Context: an optimization exercise on an open-source flow, tuned for small area and a short achievable clock period. The choices shown serve that exercise and are no tape-out recipe. The RTL was checked by simulation tests, not by an equivalence proof against the original design.

==> flow/design.v, too long to show whole: its modules and the start of the top module <==
// module UC: 49 lines
// module MD: 3851 lines
// module j17_core: 132 lines
module j17_core (
  input         clk,
  input         rst,
  input  [31:0] instr,
  input  [17:0] sw,
  input         btn,
  output [31:0] pc,
  output [31:0] result,
  output [6:0]  display1,
  output [6:0]  display2,
  output [6:0]  display3
);
  // ...
==> flow/flow/run.sh <==
#!/bin/bash
set -uo pipefail
bash standard.sh SETUP_SLACK_MARGIN=43 SETUP_MOVE_SEQUENCE=sizeup SKIP_PIN_SWAP=1 \
  SKIP_GATE_CLONING=1 BUFFER_PORTS_ARGS="-buffer_cell sky130_fd_sc_hd__buf_2" finish > flow_make.log 2>&1
status=$?
tail -n 40 flow_make.log
exit $status
==> flow/standard.sh <==
#!/bin/bash
# synth_recipe.tcl (not shown) runs the flow's synth.tcl, then flattens the netlist and writes it again
# the make line also repeats each setting of config.mk as NAME=value (left out here)
make -C /OpenROAD-flow-scripts/flow DESIGN_CONFIG=/design/flow/config.mk WORK_HOME=/design/flow/orfs CLKGATE_MAP_FILE= SYNTH_SCRIPT=/design/flow/synth_recipe.tcl "${@:-finish}"
==> flow/config.mk <==
export PLATFORM = sky130hd
export DESIGN_NAME = j17_core
export DESIGN_NICKNAME = j17_core
export VERILOG_FILES = /design/flow/design.v
export SDC_FILE = /design/flow/constraint.sdc
export NUM_CORES = 4
export LEC_CHECK = 0
export ABC_AREA = 1
export CAP_MARGIN = 10
export CORE_MARGIN = 2
export CORE_UTILIZATION = 40
export CTS_BUF_LIST = sky130_fd_sc_hd__clkbuf_8
export PLACE_DENSITY = 0.6
export SLEW_MARGIN = 10
==> flow/constraint.sdc <==
create_clock -name core_clock -period 120.0 [get_ports {clk}]
set_input_delay 24.0000 -clock core_clock [delete_from_list [all_inputs] [get_ports {clk}]]
set_output_delay 24.0000 -clock core_clock [all_outputs]
set_load 0.01 [all_outputs]
==> metrics.md, run 1 <==
| Metric | Value |
|---|---|
| Met3 routed WL | 44900 um |
| Worst Path Required | 120.64 ns |
| Clock buf/inv share | 2.07% |
| Detailed-router iteration count before antenna repair | 8 |
| GRT Max-Usage Layer | met2 |
| Area contributors post-synth | edfxtp_1 (20%), fa_1 (14%), ha_1 (13%), nand2_1 (8.1%), inv_1 (5.7%) |
| Cell variety after synth | 82 |
| Hold Path End | SP[6] |
| Reg-to-Reg Start | SP[0] |
| Synth Area in Compound Gates | 19.3% |
| Seq Cell Count | 619 |
| Synth Flop Type | edfxtp_1 |
| Post-route minimum period | 74.23 ns |
| Reg with most FFs | R |
| Critical hold path startpoint | SP[6] |
| Met1 wire length | 143000 um |
| IO buf count | 137 |
| Fmax | 13.5 MHz |
| Status | no timing/DRC/antenna violations |
| Final Max Slew Viols | 0 |
| Metal2 WL | 171000 um |
| Crit. path cell count | 277 |
| Number of flops mapped to enable cells by yosys | 544 |
| Skew final | 0.0971 ns |
| Max reg flops | 256 |
| Wire length per cell | 31.0 um |
| Clk sinks | 619 |
| Most frequent cells after synthesis | nand2_1 (1735), inv_1 (1226), ha_1 (864), a21oi_1 (762), o21ai_0 (673) |
| Capturing point of the worst reg2reg path | D8[27] |
| Met1 usage | 45.3% |
| Pre-CTS WS | 30.28 ns |
| DRT iter0 DRCs | 10.7k |
| Row count | 164 |
| Multi-input logic portion of the cell area | 65.1% |
| CP delay by family, top | compound AO/OA/AOI/OAI gates |
| Syn avg cell area | 7.99 um^2 |
| Placed cell areas | 85200 um^2 |
| Maxcap violations | 0 |
| Most frequent cells in the layout | nand2_1 (1653), inv_1 (1210), ha_1 (861), a21oi_1 (673), o21ai_0 (597) |
| Die height | 452 um |
| CTS root buf | clkbuf_8 |
==> run 2: changes to the inputs <==
==> flow/flow/run.sh (replaced) <==
#!/bin/bash
set -uo pipefail
bash standard.sh SETUP_SLACK_MARGIN=42 SETUP_MOVE_SEQUENCE=sizeup SKIP_PIN_SWAP=1 \
  SKIP_GATE_CLONING=1 BUFFER_PORTS_ARGS="-buffer_cell sky130_fd_sc_hd__buf_2" finish > flow_make.log 2>&1
status=$?
tail -n 40 flow_make.log
exit $status
==> metrics.md, run 2 <==
| Metric | Value |
|---|---|
| Net Count, Synth | 11.5k (unchanged) |
| Largest area contributor in the netlist | edfxtp_1 (unchanged) |
| Overflow after GRT | 0 (unchanged) |
| DRC errors left | 0 (unchanged) |
| Most frequent cells after synthesis | nand2_1 (1735), inv_1 (1226), ha_1 (864), a21oi_1 (762), o21ai_0 (673) (unchanged) |
| Cells after DPL | 12.7k (unchanged) |
| Area Overhead vs Synth | 10.6% (was 11.2%) |
| Placed cell areas | 85200 um^2 (unchanged) |
| Fin area | 89000 um^2 (was 89400 um^2) |
| Final core utilization | 44.5% (was 44.7%) |
| Syn avg cell area | 7.99 um^2 (unchanged) |
| Worst Path Required | 120.64 ns (about the same) |
| Post-Synth Simple-Gate Area | 19.3% (unchanged) |
| Synthesized area | 80400 um^2 (unchanged) |
| Largest family of logic cells by synthesized area | adder cells (unchanged) |
| Tcrit/Tclk final | 62.7% (was 61.9%) |
| Min-Delay Path Class | flip-flop to flip-flop (unchanged) |
| Final Max Slew Viols | 0 (unchanged) |
| CTS tree | yes (unchanged) |
| TritonCTS buffer count | 96 (unchanged) |
| Critical hold path startpoint | SP[6] (unchanged) |
| Critical path type | input port to flip-flop (unchanged) |
| CP delay by family, top | compound AO/OA/AOI/OAI gates (unchanged) |
| H-tree depth | 3 (unchanged) |
| Max reg flops | 256 (unchanged) |
| Final net count | 11.6k (about the same) |
| Clock latency on the worst-skew pair | 0.88 ns (was 0.89 ns) |
| Synth Flop Type | edfxtp_1 (unchanged) |
| Crit start category | input port (unchanged) |
| Most Frequent Cell on Critical Path | nand2_1 (unchanged) |
| Io pins | 138 (unchanged) |
| CP bufs+invs | 47 (was 46) |
| Post-Synthesis Cells | 10.1k (unchanged) |
| Share of layout cells above drive strength 1 | 12.4% (was 13.0%) |
| Flops & latches, synth | 619 (unchanged) |
| Max incr delay on CP | 0.82 ns (was 0.77 ns) |
| Hold Path End | SP[6] (unchanged) |
| CTS root buf | clkbuf_8 (unchanged) |
| Wire length per cell | 30.9 um (was 31.0 um) |
| Core footprint | 200000 um^2 (unchanged) |
| Via-to-Cell Ratio | 6.31 (was 6.33) |
| Most common cell after layout, fill and taps aside | nand2_1 (unchanged) |
| Most frequent cells in the layout | nand2_1 (1663), inv_1 (1219), ha_1 (864), a21oi_1 (685), o21ai_0 (614) (was nand2_1 (1653), inv_1 (1210), ha_1 (861), a21oi_1 (673), o21ai_0 (597)) |
| Largest net degree at the start of global routing | 91 (unchanged) |
| Die height | 452 um (unchanged) |
| Hold_ws | 0.563 ns (was 0.559 ns) |
| Number of flops mapped to enable cells by yosys | 544 (unchanged) |
| Worst-path clk slew | 0.07 ns (about the same) |
| RePlAce Congestion | 1.04 (unchanged) |
| Worst slew pin tran | 1.41 ns (was 1.43 ns) |
| Die ar. | 205000 um^2 (unchanged) |
| Slew headroom | 5.75% (was 4.73%) |
| Post-synthesis adder-cell area fraction | 27.0% (unchanged) |
| Register area | 17800 um^2 (unchanged) |
| RSZ-0062 raised after global routing | no (unchanged) |
| IO buf count | 137 (unchanged) |
| DRT iter0 DRCs | 11.0k (was 10.7k) |
| Hold depth | 2 (unchanged) |
| Clk sinks | 619 (unchanged) |
| Total negative slack | 0 ns (unchanged) |
| Row count | 164 (unchanged) |
| Area of the multi-input gates | 57800 um^2 (was 58200 um^2) |
| Max clock buf depth | 3 (unchanged) |
| Die width | 452 um (unchanged) |
| Fmax | 13.3 MHz (was 13.5 MHz) |
| CP arrival | 75.86 ns (was 74.87 ns) |
| Post-synth top area share | 20.3% (unchanged) |
| Slowest stage cell, crit path | a21boi_0 (unchanged) |
| R2R Setup Slk | 68.00 ns (was 68.93 ns) |
| Initial Util | 40.2% (unchanged) |
| Total global-route track usage | 37.9% (was 38.0%) |
| Vias in the first global route | 79.1k (was 79.3k) |
| Layout fillers | 20.0k (was 19.9k) |
| Critical Path Fanout Max | 42 (unchanged) |
| Top-count cell post-synth | nand2_1 (unchanged) |
| Cell variety after synth | 82 (unchanged) |
| Fraction of synthesized area in multiplexers | 0% (unchanged) |
| Detailed-router iteration count before antenna repair | 6 (was 8) |
| Routed Antenna Nets | 0 (unchanged) |
| Final Hold Fails | 0 (unchanged) |
| Post-DP HPWL | 290000 um (unchanged) |
| Worst-case reg-to-reg path depth | 286 (was 276) |
| Synth warnings | 2 (unchanged) |
| Area contributors post-synth | edfxtp_1 (20%), fa_1 (14%), ha_1 (13%), nand2_1 (8.1%), inv_1 (5.7%) (unchanged) |
| Seq/Total Area, Yosys | 22.2% (unchanged) |
| Maxcap violations | 0 (unchanged) |
| Reg-to-Reg Start | SP[0] (unchanged) |
| Post-Synth XOR/XNOR Area | 3.75% (unchanged) |
| Synth Area in Compound Gates | 19.3% (unchanged) |
| Skew final | 0.0942 ns (was 0.0971 ns) |
| Routed vias | 81.4k (was 81.6k) |
| Setup violators final | 0 (unchanged) |
| Global-route wire length before repair | 564000 um (was 565000 um) |
| Final Non-Filler Cells | 12.9k (about the same) |
| Setup crit end kind | flip-flop (unchanged) |
| Post-route minimum period | 75.21 ns (was 74.23 ns) |
| Capturing point of the worst reg2reg path | D8[18] (was D8[27]) |
| Status | no timing/DRC/antenna violations (unchanged) |
| Initial antenna violation count | 13 (unchanged) |
| Reg with most FFs | R (unchanged) |
| Post-synth ARST share | 0% (unchanged) |
| Total Wirelength | 399000 um (was 400000 um) |
==> run 2: cell type report <==
type / instances / share of cell area (%)
Antenna cell: 12 / 0.0338
Clock buffer: 102 / 1.58
Clock inverter: 64 / 0.498
Inverter: 1296 / 5.64
Multi-Input combinational cell: 7753 / 65.0
Sequential cell: 619 / 20.1
Tap cell: 2656 / 3.74
Timing Repair Buffer: 406 / 3.44
==> run 2: worst max path at each step <==
stage / startpoint / endpoint / slack [ns] / cells after the start
after floorplan: instr[27] / D0[1] / 48.17 / 281
after global placement: instr[24] / D0[9] / 30.82 / 298
after detailed placement: instr[24] / D0[9] / 30.28 / 290
after CTS: instr[24] / D0[1] / 42.01 / 298
after global routing: instr[24] / D5[9] / 41.78 / 306
final: instr[24] / D8[18] / 44.79 / 287
==> run 2: what timing repair did <==
item | CTS | global route
setup endpoints to repair | 576 | 576
setup buffers | 0 | 0
hold endpoints to repair | 0 | 0
hold buffers | 0 | 0
gates resized for setup | 202 | 315
==> run 2: metal layers <==
metal	global-route usage [%]	share of wire [%]
met1	45.4	36
met2	57.6	43
met3	8.85	11
met4	31.9	10
met5	0	0.0098
==> run 2: kinds of logic after synthesis <==
kind of cell	Yosys count
xor gates and xnor gates	344
adders and majority gates	1410
buffers and inverters	1699
DFF	619
AOI/OAI and AO/OA	2537
and+or+nand+nor	3462
==> run 2: worst register-to-register path, delay by kind of cell (launching register included) <==
kind            cells  cell delay (ns)
xor+xnor            3             0.50
flops               1             0.54
buf+inv            43             7.13
simple gates      117            16.01
compound gates     99            19.32
fa+ha+maj          24             8.28
==> run 2: through the flow <==
step	setup WS, ns
final	44.79
after global routing	41.78
after CTS	42.01
after detailed placement	30.28
after global placement	30.82
after floorplan	48.17
==> run 3: changes to the inputs <==
==> flow/flow/run.sh (replaced) <==
#!/bin/bash
set -uo pipefail
bash standard.sh SETUP_SLACK_MARGIN=44 SETUP_MOVE_SEQUENCE=sizeup SKIP_PIN_SWAP=1 \
  SKIP_GATE_CLONING=1 BUFFER_PORTS_ARGS="-buffer_cell sky130_fd_sc_hd__buf_2" finish > flow_make.log 2>&1
status=$?
tail -n 40 flow_make.log
exit $status
==> metrics.md, run 3 <==
| Metric | Value |
|---|---|
| Status | no timing/DRC/antenna violations (unchanged) |
| Capturing point of the worst reg2reg path | D8[18] (unchanged) |
| H-tree depth | 3 (unchanged) |
| Min-Delay Path Class | flip-flop to flip-flop (unchanged) |
| Die width | 452 um (unchanged) |
| Number of flops mapped to enable cells by yosys | 544 (unchanged) |
| Post-route minimum period | 73.36 ns (was 75.21 ns) |
| CTS tree | yes (unchanged) |
| Layout fillers | 19.9k (was 20.0k) |
| Io pins | 138 (unchanged) |
| Via-to-Cell Ratio | 6.34 (was 6.31) |
| Hold_ws | 0.559 ns (was 0.563 ns) |
| CP startpoint | instr[24] (unchanged) |
| Share of layout cells above drive strength 1 | 13.9% (was 12.4%) |
| Final Max Slew Viols | 0 (unchanged) |
| Initial antenna violation count | 15 (was 13) |
| CTS root buf | clkbuf_8 (unchanged) |
| Post-Synthesis Cells | 10.1k (unchanged) |
| Critical hold path startpoint | SP[6] (unchanged) |
| Worst Path Required | 120.66 ns (was 120.64 ns) |
| Max reg flops | 256 (unchanged) |
| CP arrival | 74.01 ns (was 75.86 ns) |
| Total Wirelength | 400000 um (was 399000 um) |
| Clk sinks | 619 (unchanged) |
| Row count | 164 (unchanged) |
| CP delay by family, top | compound AO/OA/AOI/OAI gates (unchanged) |
| Skew final | 0.0945 ns (was 0.0942 ns) |
| Slew headroom | 5.32% (was 5.75%) |
| Pre-CTS WS | 30.28 ns (unchanged) |
| Reg-to-Reg Start | SP[0] (unchanged) |
| Max incr delay on CP | 0.52 ns (was 0.82 ns) |
| Fmax | 13.6 MHz (was 13.3 MHz) |
| Hold buffer count at CTS | 0 (unchanged) |
| Final core utilization | 45.0% (was 44.5%) |
| Post-DP HPWL | 290000 um (unchanged) |
| Net Count, Synth | 11.5k (unchanged) |
| Setup crit end kind | flip-flop (unchanged) |
| Worst setup margin | 46.64 ns (was 44.79 ns) |
| Total negative slack | 0 ns (unchanged) |
| Post-synth top area share | 20.3% (unchanged) |
| RePlAce Congestion | 1.04 (unchanged) |
| Hold Path End | SP[6] (unchanged) |
| TritonCTS buffer count | 96 (unchanged) |
| Clock latency on the worst-skew pair | 0.88 ns (about the same) |
| Top-count cell post-synth | nand2_1 (unchanged) |
| Seq/Total Area, Yosys | 22.2% (unchanged) |
| Routed vias | 81.8k (was 81.4k) |
| Maxcap violations | 0 (unchanged) |
| Core footprint | 200000 um^2 (unchanged) |
| Critical Path Fanout Max | 42 (unchanged) |
| Largest area contributor in the netlist | edfxtp_1 (unchanged) |
| Die height | 452 um (unchanged) |
| Most Frequent Cell on Critical Path | nand2_1 (unchanged) |
| Max clock buf depth | 3 (unchanged) |
| Routed Antenna Nets | 0 (unchanged) |
| Area contributors post-synth | edfxtp_1 (20%), fa_1 (14%), ha_1 (13%), nand2_1 (8.1%), inv_1 (5.7%) (unchanged) |
| Detailed-router iteration count before antenna repair | 7 (was 6) |
| Hold depth | 2 (unchanged) |
| DRT iter0 DRCs | 10.8k (was 11.0k) |
| Setup violators final | 0 (unchanged) |
| Final net count | 11.6k (about the same) |
| Cell variety after synth | 82 (unchanged) |
| Crit start category | input port (unchanged) |
| IO buf count | 137 (unchanged) |
| Most frequent cells after synthesis | nand2_1 (1735), inv_1 (1226), ha_1 (864), a21oi_1 (762), o21ai_0 (673) (unchanged) |
| R2R Setup Slk | 69.77 ns (was 68.00 ns) |
| Area Overhead vs Synth | 11.7% (was 10.6%) |
| Slowest stage cell, crit path | clkinvlp_4 (was a21boi_0) |
| DRC errors left | 0 (unchanged) |
| Vias in the first global route | 79.3k (was 79.1k) |
| Initial Util | 40.2% (unchanged) |
| Worst-path clk slew | 0.07 ns (about the same) |
| Total global-route track usage | 37.9% (about the same) |
| Synth warnings | 2 (unchanged) |
| Critical path type | input port to flip-flop (unchanged) |
| Synthesized area | 80400 um^2 (unchanged) |
| Post-synth ARST share | 0% (unchanged) |
| Flops & latches, synth | 619 (unchanged) |
| CP bufs+invs | 50 (was 47) |
| RSZ-0062 raised after global routing | no (unchanged) |
| Syn avg cell area | 7.99 um^2 (unchanged) |
| Global-route wire length before repair | 565000 um (was 564000 um) |
| Wire length per cell | 31.0 um (was 30.9 um) |
| Most frequent cells in the layout | nand2_1 (1630), inv_1 (1194), ha_1 (854), a21oi_1 (654), o21ai_0 (584) (was nand2_1 (1663), inv_1 (1219), ha_1 (864), a21oi_1 (685), o21ai_0 (614)) |
| Tcrit/Tclk final | 61.1% (was 62.7%) |
| Die ar. | 205000 um^2 (unchanged) |
| Worst slew pin tran | 1.42 ns (was 1.41 ns) |
| Synth Flop Type | edfxtp_1 (unchanged) |
| Most common cell after layout, fill and taps aside | nand2_1 (unchanged) |
| Final Hold Fails | 0 (unchanged) |
| Worst-case reg-to-reg path depth | 300 (was 286) |
| Overflow after GRT | 0 (unchanged) |
| Largest net degree at the start of global routing | 91 (unchanged) |
| Reg with most FFs | R (unchanged) |
[run 3: cell count changes in the layout (fill, tap and decap cells not counted), moves of 10 or more]
cell,before,now
a21oi_1,685,654
a21oi_2,63,90
buf_4,220,208
ha_1,864,854
ha_4,0,10
inv_1,1219,1194
inv_2,46,63
nand2_1,1663,1630
nand2_2,122,142
nand2_4,30,40
o21ai_0,614,584
o21ai_2,33,56
[run 3: logic make-up after synthesis]
group | synth area share (%)
flip-flops | 22.2
adder cells (fa/ha/maj) | 27.0
AND/OR/NAND/NOR | 19.3
AO/OA/AOI/OAI | 19.3
buffers and inverters | 8.47
XOR/XNOR | 3.75
[run 3: routing by layer]
layer	routed length, um	share of wire, %	GRT usage, %
met2	172000	43	57.6
met1	143000	36	45.6
met3	44200	11	8.49
met5	88	0.022	0
met4	41000	10	32.3
[run 3: cell type report]
class / instances / area (um^2) / share of cell area [%]
inverters: 1296 / 5080 / 5.66
repair buffers: 405 / 3150 / 3.51
clock buffers: 102 / 1400 / 1.56
flip-flops and latches: 619 / 17800 / 19.9
multi-input cells: 7753 / 58600 / 65.2
well taps: 2656 / 3320 / 3.70
diodes: 8 / 20.0 / 0.0223
clock inverters: 64 / 443 / 0.493
[run 3: worst max-delay path by stage]
stage	endpoint	slack, ns	cells after the start
2_1_floorplan	D0[1]	48.17	281
3_3_place_gp	D0[9]	30.82	298
3_5_place_dp	D0[9]	30.28	290
4_1_cts	D0[25]	44.01	296
5_1_grt	D5[9]	43.77	311
6_report	D8[18]	46.64	301
[run 3: timing repair]
action,CTS,global route
cloned,0,0
endpoints found under the setup margin,576,576
buffers inserted,0,0
resized for setup,296,486
[run 3: through the flow]
step | cell area [um^2] | std cells
2_1_floorplan | 80400 | 10100
3_3_place_gp | 85200 | 12700
3_5_place_dp | 85200 | 12700
4_1_cts | 88200 | 12900
5_1_grt | 89800 | 12900
6_report | 89900 | 12900
[run 3: worst register-to-register path, delay by kind of cell (launching register included)]
kind,cells,cell delay (ns)
AOI/OAI and AO/OA,102,17.56
and+or+nand+nor,132,17.92
DFF,1,0.54
buffers and inverters,44,6.81
xor gates and xnor gates,2,0.66
adders and majority gates,20,6.51
==> run 4: changes to the inputs <==
==> flow/flow/run.sh (replaced) <==
#!/bin/bash
set -uo pipefail
bash standard.sh SETUP_SLACK_MARGIN=45 SETUP_MOVE_SEQUENCE=sizeup SKIP_PIN_SWAP=1 \
  SKIP_GATE_CLONING=1 BUFFER_PORTS_ARGS="-buffer_cell sky130_fd_sc_hd__buf_2" finish > flow_make.log 2>&1
status=$?
tail -n 40 flow_make.log
exit $status
==> metrics.md, run 4 <==
| Metric | Value |
|---|---|
| Vias in the first global route | 79.3k (about the same) |
| Area Overhead vs Synth | 12.8% (was 11.7%) |
| Detailed-router iteration count before antenna repair | 9 (was 7) |
| Max incr delay on CP | 0.53 ns (was 0.52 ns) |
| Synthesized area | 80400 um^2 (unchanged) |
| Post-Synth Simple-Gate Area | 19.3% (unchanged) |
| Total Wirelength | 400000 um (about the same) |
| Flops & latches, synth | 619 (unchanged) |
| Fmax | 13.7 MHz (was 13.6 MHz) |
| Die height | 452 um (unchanged) |
| RSZ-0062 raised after global routing | no (unchanged) |
| Largest area contributor in the netlist | edfxtp_1 (unchanged) |
| Synth Area in Compound Gates | 19.3% (unchanged) |
| Global-route wire length before repair | 565000 um (about the same) |
| Post-synth ARST share | 0% (unchanged) |
| Via-to-Cell Ratio | 6.31 (was 6.34) |
| Skew final | 0.0984 ns (was 0.0945 ns) |
| Clk sinks | 619 (unchanged) |
| Most common cell after layout, fill and taps aside | nand2_1 (unchanged) |
| Cells after DPL | 12.7k (unchanged) |
| Synth warnings | 2 (unchanged) |
| CTS root buf | clkbuf_8 (unchanged) |
| Number of flops mapped to enable cells by yosys | 544 (unchanged) |
| Synth Flop Type | edfxtp_1 (unchanged) |
| Row count | 164 (unchanged) |
| TritonCTS buffer count | 96 (unchanged) |
| Critical Path Fanout Max | 49 (was 42) |
| Post-route minimum period | 72.79 ns (was 73.36 ns) |
| Die ar. | 205000 um^2 (unchanged) |
| Status | no timing/DRC/antenna violations (unchanged) |
| Critical path type | input port to flip-flop (unchanged) |
| Worst-path clk slew | 0.07 ns (about the same) |
| CTS tree | yes (unchanged) |
| Post-Synth XOR/XNOR Area | 3.75% (unchanged) |
| Post-synthesis adder-cell area fraction | 27.0% (unchanged) |
| DRT iter0 DRCs | 11.1k (was 10.8k) |
| Min-Delay Path Class | flip-flop to flip-flop (unchanged) |
| RePlAce Congestion | 1.04 (unchanged) |
| Initial Util | 40.2% (unchanged) |
| Most frequent cells after synthesis | nand2_1 (1735), inv_1 (1226), ha_1 (864), a21oi_1 (762), o21ai_0 (673) (unchanged) |
| Core footprint | 200000 um^2 (unchanged) |
| Max clock buf depth | 3 (unchanged) |
| CP arrival | 73.41 ns (was 74.01 ns) |
| Maxcap violations | 0 (unchanged) |
| Final Non-Filler Cells | 12.9k (about the same) |
| Final Hold Fails | 0 (unchanged) |
| Seq/Total Area, Yosys | 22.2% (unchanged) |
| Syn avg cell area | 7.99 um^2 (unchanged) |
| Layout fillers | 19.8k (was 19.9k) |
| H-tree depth | 3 (unchanged) |
| Setup crit end kind | flip-flop (unchanged) |
| Post-synth top area share | 20.3% (unchanged) |
| CP delay by family, top | compound AO/OA/AOI/OAI gates (unchanged) |
| Post-Synthesis Cells | 10.1k (unchanged) |
| Share of layout cells above drive strength 1 | 15.0% (was 13.9%) |
| Setup Buffers After CTS | 0 (unchanged) |
| Overflow after GRT | 0 (unchanged) |
| CP bufs+invs | 51 (was 50) |
| Most frequent cells in the layout | nand2_1 (1610), inv_1 (1176), ha_1 (840), a21oi_1 (627), o21ai_0 (571) (was nand2_1 (1630), inv_1 (1194), ha_1 (854), a21oi_1 (654), o21ai_0 (584)) |
| Setup violators final | 0 (unchanged) |
| Post-DP HPWL | 290000 um (unchanged) |
| Fraction of synthesized area in multiplexers | 0% (unchanged) |
| Die width | 452 um (unchanged) |
| Net Count, Synth | 11.5k (unchanged) |
| Largest net degree at the start of global routing | 91 (unchanged) |
| Worst slew pin tran | 1.41 ns (was 1.42 ns) |
| Crit start category | input port (unchanged) |
| Worst Path Required | 120.62 ns (was 120.66 ns) |
| Final Max Slew Viols | 0 (unchanged) |
| Tcrit/Tclk final | 60.7% (was 61.1%) |
| Max reg flops | 256 (unchanged) |
| Io pins | 138 (unchanged) |
| Cell variety after synth | 82 (unchanged) |
| Initial antenna violation count | 14 (was 15) |
| Routed vias | 81.5k (was 81.8k) |
| DRC errors left | 0 (unchanged) |
| Clock latency on the worst-skew pair | 0.88 ns (about the same) |
| Total global-route track usage | 37.9% (about the same) |
| Largest family of logic cells by synthesized area | adder cells (unchanged) |
| Top-count cell post-synth | nand2_1 (unchanged) |
| Final net count | 11.6k (unchanged) |
| Wire length per cell | 31.0 um (about the same) |
| Reg with most FFs | R (unchanged) |
| Routed Antenna Nets | 0 (unchanged) |
| Area contributors post-synth | edfxtp_1 (20%), fa_1 (14%), ha_1 (13%), nand2_1 (8.1%), inv_1 (5.7%) (unchanged) |
| Slew headroom | 5.79% (was 5.32%) |
| Slowest stage cell, crit path | clkinvlp_4 (unchanged) |
| IO buf count | 137 (unchanged) |
| Total negative slack | 0 ns (unchanged) |
[run 4: worst reg2reg max path, delay by kind of cell (launching register included)]
kind            cells  cell delay, ns
flops               1            0.54
buf+inv            46            8.77
xor+xnor            1            0.54
fa+ha+maj          20            6.01
compound gates     92           16.27
simple gates      129           17.17
[run 4: per-stage QoR]
stage | cell area (um^2) | utilization (%) | hold WS, ns | setup slack [ns]
after floorplan | 80400 | - | 0.482 | 48.17
after global placement | 85200 | 42.6 | 0.533 | 30.82
after detailed placement | 85200 | 42.6 | 0.541 | 30.28
after CTS | 88400 | 44.2 | 0.561 | 45.01
after global routing | 90700 | 45.4 | 0.596 | 44.63
final | 90700 | 45.4 | 0.559 | 47.21
[run 4: routing by layer]
layer / global-route usage [%] / share of wire (%)
met4: 31.7 / 10
met1: 45.5 / 36
met3: 8.70 / 11
met5: 0 / 0.0055
met2: 57.9 / 43
[run 4: kinds of logic (layout without fill, tap and decap cells)]
group | count (synthesis) | count (layout)
compound gates | 2537 | 2537
buf+inv | 1699 | 1867
flops | 619 | 619
fa+ha+maj | 1410 | 1410
other cells | 0 | 12
simple gates | 3462 | 3462
xor+xnor | 344 | 344
[run 4: worst paths after layout]
path,startpoint,endpoint,slack (ns),cells after the start
setup reg to reg,SP[0],D1[8],70.46,288
hold reg to reg,SP[6],SP[6],0.56,2
hold / removal,SP[6],SP[6],0.56,2
setup / recovery,instr[24],D1[8],47.21,290
[run 4: what timing repair did]
action	CTS	global route
resized for setup	354	639
setup endpoints to repair	576	576
hold buffers	0	0
[run 4: cell type report]
class | count | area [um^2] | share of cell area (%)
inverter | 1296 | 5150 | 5.68
antenna | 12 | 30.0 | 0.0331
tap | 2656 | 3320 | 3.66
multi-input combinational | 7753 | 59300 | 65.4
timing repair buffer | 405 | 3220 | 3.55
clock buffer | 102 | 1400 | 1.55
clock inverter | 64 | 443 | 0.488
sequential | 619 | 17800 | 19.7

[what the ideal ports hide]
No port has a modelled driver above. Below, the same layouts with a new extraction and two added sets of constraints.
Step 1 (the two cells are an assumption about what drives the block):
set clk [get_ports {clk}]
set_driving_cell -lib_cell sky130_fd_sc_hd__clkbuf_16 $clk
set_driving_cell -lib_cell sky130_fd_sc_hd__buf_2 [delete_from_list [all_inputs] $clk]
Step 2, shift: input delay + t, output delay - t, t = (earliest + latest rising clock arrival at the registers) / 2. This alone moves slack from input paths to output paths.
a / b / c = no drivers / after step 1 / after step 2; a / b = the first two.
| run | shift t [ns] | setup slack, ns | hold WS [ns] |
|---|---|---|---|
| run 1 | 0.906 | 45.768 / 45.803 / 44.897 | 0.559 / 0.559 / 0.559 |
| run 2 | 0.898 | 44.787 / 44.824 / 43.926 | 0.563 / 0.563 / 0.563 |
| run 3 | 0.900 | 46.642 / 46.679 / 45.779 | 0.559 / 0.559 / 0.559 |
| run 4 | 0.899 | 47.212 / 47.232 / 46.333 | 0.559 / 0.559 / 0.559 |
After both steps every run listed still meets setup and hold. For run 4, which loses most, drivers alone change the setup slack by +0.020 ns; drivers and shift together by -0.879 ns.
